From an optimization exercise on the open Yosys and OpenROAD flow, aimed at small area and a short achievable clock period; shortcuts taken in it are not production practice. Power is estimated from default activity; no workload was simulated.

run 1:
Design ChipLevel, start of the top module:
module ChipLevel (
   input  logic [15:0] data16_a, data16_b, data16_c, data16_d,
   input  logic [7:0] din_a, din_b,
   input  logic [1:0] sel,
   input  logic clk, cin, rst, start,
   input  logic s1, s2, op,
   output logic [15:0] mux_out, regout,
   output logic [31:0] m32_out,
   output logic cout1, cout2, comp_out1, comp_out2
);
Size in the first run: ~1800 cells after synthesis.
==> flow/config.mk <==
export PLATFORM = sky130hd
export DESIGN_NAME = ChipLevel
export DESIGN_NICKNAME = ChipLevel
export VERILOG_FILES = /design/flow/design.v
export SDC_FILE = /design/flow/constraint.sdc
export NUM_CORES = 4
export LEC_CHECK = 0
export CAP_MARGIN = 20
export CORE_MARGIN = 2
export CORE_UTILIZATION = 60
export SETUP_SLACK_MARGIN = 4.0
export SLEW_MARGIN = 20
==> flow/constraint.sdc <==
create_clock -name core_clock -period 8.0 [get_ports {clk}]
set_input_delay 1.6000 -clock core_clock [delete_from_list [all_inputs] [get_ports {clk}]]
set_output_delay 1.6000 -clock core_clock [all_outputs]
set_load 0.01 [all_outputs]
standard.sh (not shown) runs the stock make flow with config.mk's settings and CLKGATE_MAP_FILE= SYNTH_SCRIPT=/design/flow/synth_recipe.tcl, a recipe that flattens the netlist after the stock synthesis.
==> flow/flow/run.sh <==
#!/bin/bash
# Layout flow: the standard one, except that synthesis keeps the design's FA
# modules as the library's full-adder cell (flow/synth_fa.tcl) and leaves the
# remaining logic to ABC without re-extracting adders from it.  The
# registers must come out exactly as in the standard synthesis (same names
# and cell types); if they do not, the standard synthesis is used instead.
set -uo pipefail
R=orfs/results/$FLOW_PLATFORM/ChipLevel/base

bash standard.sh synth > std_synth.log 2>&1 || exit 1
cp $R/1_2_yosys.v std_1_2_yosys.v

# 2. the synthesis with full-adder cells, in a work folder of its own
MK=$(sed -n 's/^make -C \S* \(.*\) "\${@:-finish}"$/\1/p' standard.sh | sed 's|WORK_HOME=\S*||; s|SYNTH_SCRIPT=\S*||')
eval make -C "$FLOW_HOME" $MK WORK_HOME="$PWD/orfs_fa" SYNTH_SCRIPT="$PWD/flow/synth_fa.tcl" \
  "SYNTH_KEEP_MODULES=FA HA CellAO21 CellAND2 CellXOR2 CellNOR2" "ADDER_MAP_FILE=" synth > fa_synth.log 2>&1
ok=$?
if [[ $ok -eq 0 ]] && python3 flow/same_regs.py std_1_2_yosys.v orfs_fa/results/$FLOW_PLATFORM/ChipLevel/base/1_2_yosys.v > regs_check.log 2>&1; then
  echo "using the full-adder synthesis" > synth_choice.log
  cp orfs_fa/results/$FLOW_PLATFORM/ChipLevel/base/1_2_yosys.v $R/1_2_yosys.v
  rm -f $R/1_synth.odb $R/1_synth.sdc
else
  echo "using the standard synthesis (fa synth exit $ok)" > synth_choice.log
fi

# 3. the rest of the standard flow, with the ORFS settings in flow/make_args.txt
EXTRA=()
if [[ -f flow/make_args.txt ]]; then
  while read -r line; do [[ -n "$line" && "$line" != \#* ]] && EXTRA+=("$line"); done < flow/make_args.txt
fi
bash standard.sh finish "${EXTRA[@]}" > std_finish.log 2>&1
Other scripts of this flow, unchanged in this note and not shown: flow/flow/same_regs.py, flow/flow/synth_fa.tcl
In summary, run 1 completed successfully, with a layout that passed the timing, DRC and antenna checks.
What run 2 does differently from run 1 at the input level:
- a change of SETUP_SLACK_MARGIN from 4.0 to 3.3
diff --git a/flow/flow/run.sh b/flow/flow/run.sh
--- a/flow/flow/run.sh
+++ b/flow/flow/run.sh
@@ -14,3 +14,4 @@
 MK=$(sed -n 's/^make -C \S* \(.*\) "\${@:-finish}"$/\1/p' standard.sh | sed 's|WORK_HOME=\S*||; s|SYNTH_SCRIPT=\S*||')
-eval make -C "$FLOW_HOME" $MK WORK_HOME="$PWD/orfs_fa" SYNTH_SCRIPT="$PWD/flow/synth_fa.tcl" \
+read -ra MKARGS <<< "$MK"
+make -C "$FLOW_HOME" "${MKARGS[@]}" WORK_HOME="$PWD/orfs_fa" SYNTH_SCRIPT="$PWD/flow/synth_fa.tcl" \
   "SYNTH_KEEP_MODULES=FA HA CellAO21 CellAND2 CellXOR2 CellNOR2" "ADDER_MAP_FILE=" synth > fa_synth.log 2>&1
==> flow/flow/make_args.txt (new file) <==
BUFFER_PORTS_ARGS=-buffer_cell sky130_fd_sc_hd__buf_1
### Flow results
Run 2 gives more multi-input gate share of total cell area than run 1 did.
Per the comparison of run 2 with run 1, data arrival at the endpoint of the critical path fell 0.18 ns; worst setup slack increased by 0.18 ns relative to the old numbers; worst ir drop on vdd lower.
--- input diff run 2..run 3 ---
- changing SETUP_SLACK_MARGIN from 3.3 to 4.0
removed: flow/flow/make_args.txt
### Flow results
- [compare] base=run 2 new=run 3: post-route fraction of the period consumed by the critical path has decreased, ratio of cells with drive above 1 in the final layout has increased, combinational power share has increased.
## Diff of input files: run 4 against run 3
- SETUP_SLACK_MARGIN now 3.6, was 4.0
Findings:
On area of all placed cells without fillers: between run 3 and run 4, it ends up lower for run 4.
Per the comparison of run 4 with run 3, final wirelength lower; maximum clock frequency shows a reduction of 1.7 MHz; minimum setup slack after placement up 0.0050 ns.
The following lists how run 5 was set up differently from run 4:
- SETUP_SLACK_MARGIN: 3.6 -> 4.0
diff --git a/flow/flow/run.sh b/flow/flow/run.sh
--- a/flow/flow/run.sh
+++ b/flow/flow/run.sh
@@ -14,4 +14,3 @@
 MK=$(sed -n 's/^make -C \S* \(.*\) "\${@:-finish}"$/\1/p' standard.sh | sed 's|WORK_HOME=\S*||; s|SYNTH_SCRIPT=\S*||')
-read -ra MKARGS <<< "$MK"
-make -C "$FLOW_HOME" "${MKARGS[@]}" WORK_HOME="$PWD/orfs_fa" SYNTH_SCRIPT="$PWD/flow/synth_fa.tcl" \
+eval make -C "$FLOW_HOME" $MK WORK_HOME="$PWD/orfs_fa" SYNTH_SCRIPT="$PWD/flow/synth_fa.tcl" \
   "SYNTH_KEEP_MODULES=FA HA CellAO21 CellAND2 CellXOR2 CellNOR2" "ADDER_MAP_FILE=" synth > fa_synth.log 2>&1
==> flow/flow/make_args.txt (new file) <==
RECOVER_POWER=100
==> comparison <==
The amount of wire on met3 after detailed routing in run 5 is 0.832 times that in run 4. | post-detailed-routing wire length | run 5 vs run 4 | worse |. NOTE count of placed standard cells in the final layout, fillers left out run 4->run 5 increased by a few percent. Summary of run 5 over run 4: mean instance size in the synthesized netlist increased by 1.1% relative to the old numbers, post-synthesis instance area moved up, cell row count went up, die area up 1200 µm², maximum number of pins on one net before global-route repair down 7.5%. Worst setup path startpoint = u5.q2_11: run 4; worst setup path startpoint = u5.q0_8: run 5. Ran to the end and failed final checks on max-capacitance violations, max-slew violations: run 5. Summary: with run 4 as the reference, post-placement cell count in run 5 moved up by a few percent. Run 5 ended up with a higher post-route clock period utilization than run 4 did.
No functional check of the RTL was part of any run of this note.

==> port drivers added, routing unchanged <==
How much do the figures lean on ideal ports? The routed layouts below were timed once more, with nothing changed but the port constraints.
Step 1 assumes that a clkbuf_16 drives the clock port and a buf_2 every other input.
Step 2 times the ports against the registers' clock, not the clock port: input delays grow and output delays shrink by t, the midpoint of the rising clock arrivals with the driver on.
Three values: ideal ports, drivers, drivers and shift; two values: the first two.
| run | t, ns | slack for setup (ns) | latest minus earliest clock arrival (ns) | slew at the worst register clock pin (ns) | worst data-port slew with drivers (ns) |
|---|---|---|---|---|---|
| run 1 | 0.588 | 3.180 / 3.127 / 3.471 | 0.020 / 0.020 | 0.07 / 0.07 | 0.09 |
| run 2 | 0.583 | 3.361 / 3.311 / 2.871 | 0.019 / 0.019 | 0.06 / 0.06 | 0.04 |
| run 3 | 0.575 | 3.418 / 3.365 / 3.458 | 0.015 / 0.016 | 0.06 / 0.06 | 0.09 |
| run 4 | 0.573 | 3.383 / 3.333 / 3.039 | 0.009 / 0.009 | 0.06 / 0.06 | 0.06 |
| run 5 | 0.589 | 2.611 / 2.558 / 2.633 | 0.022 / 0.022 | 0.07 / 0.07 | 0.09 |
For run 2, which loses most, drivers alone change the setup slack by -0.050 ns; drivers and shift together by -0.490 ns.
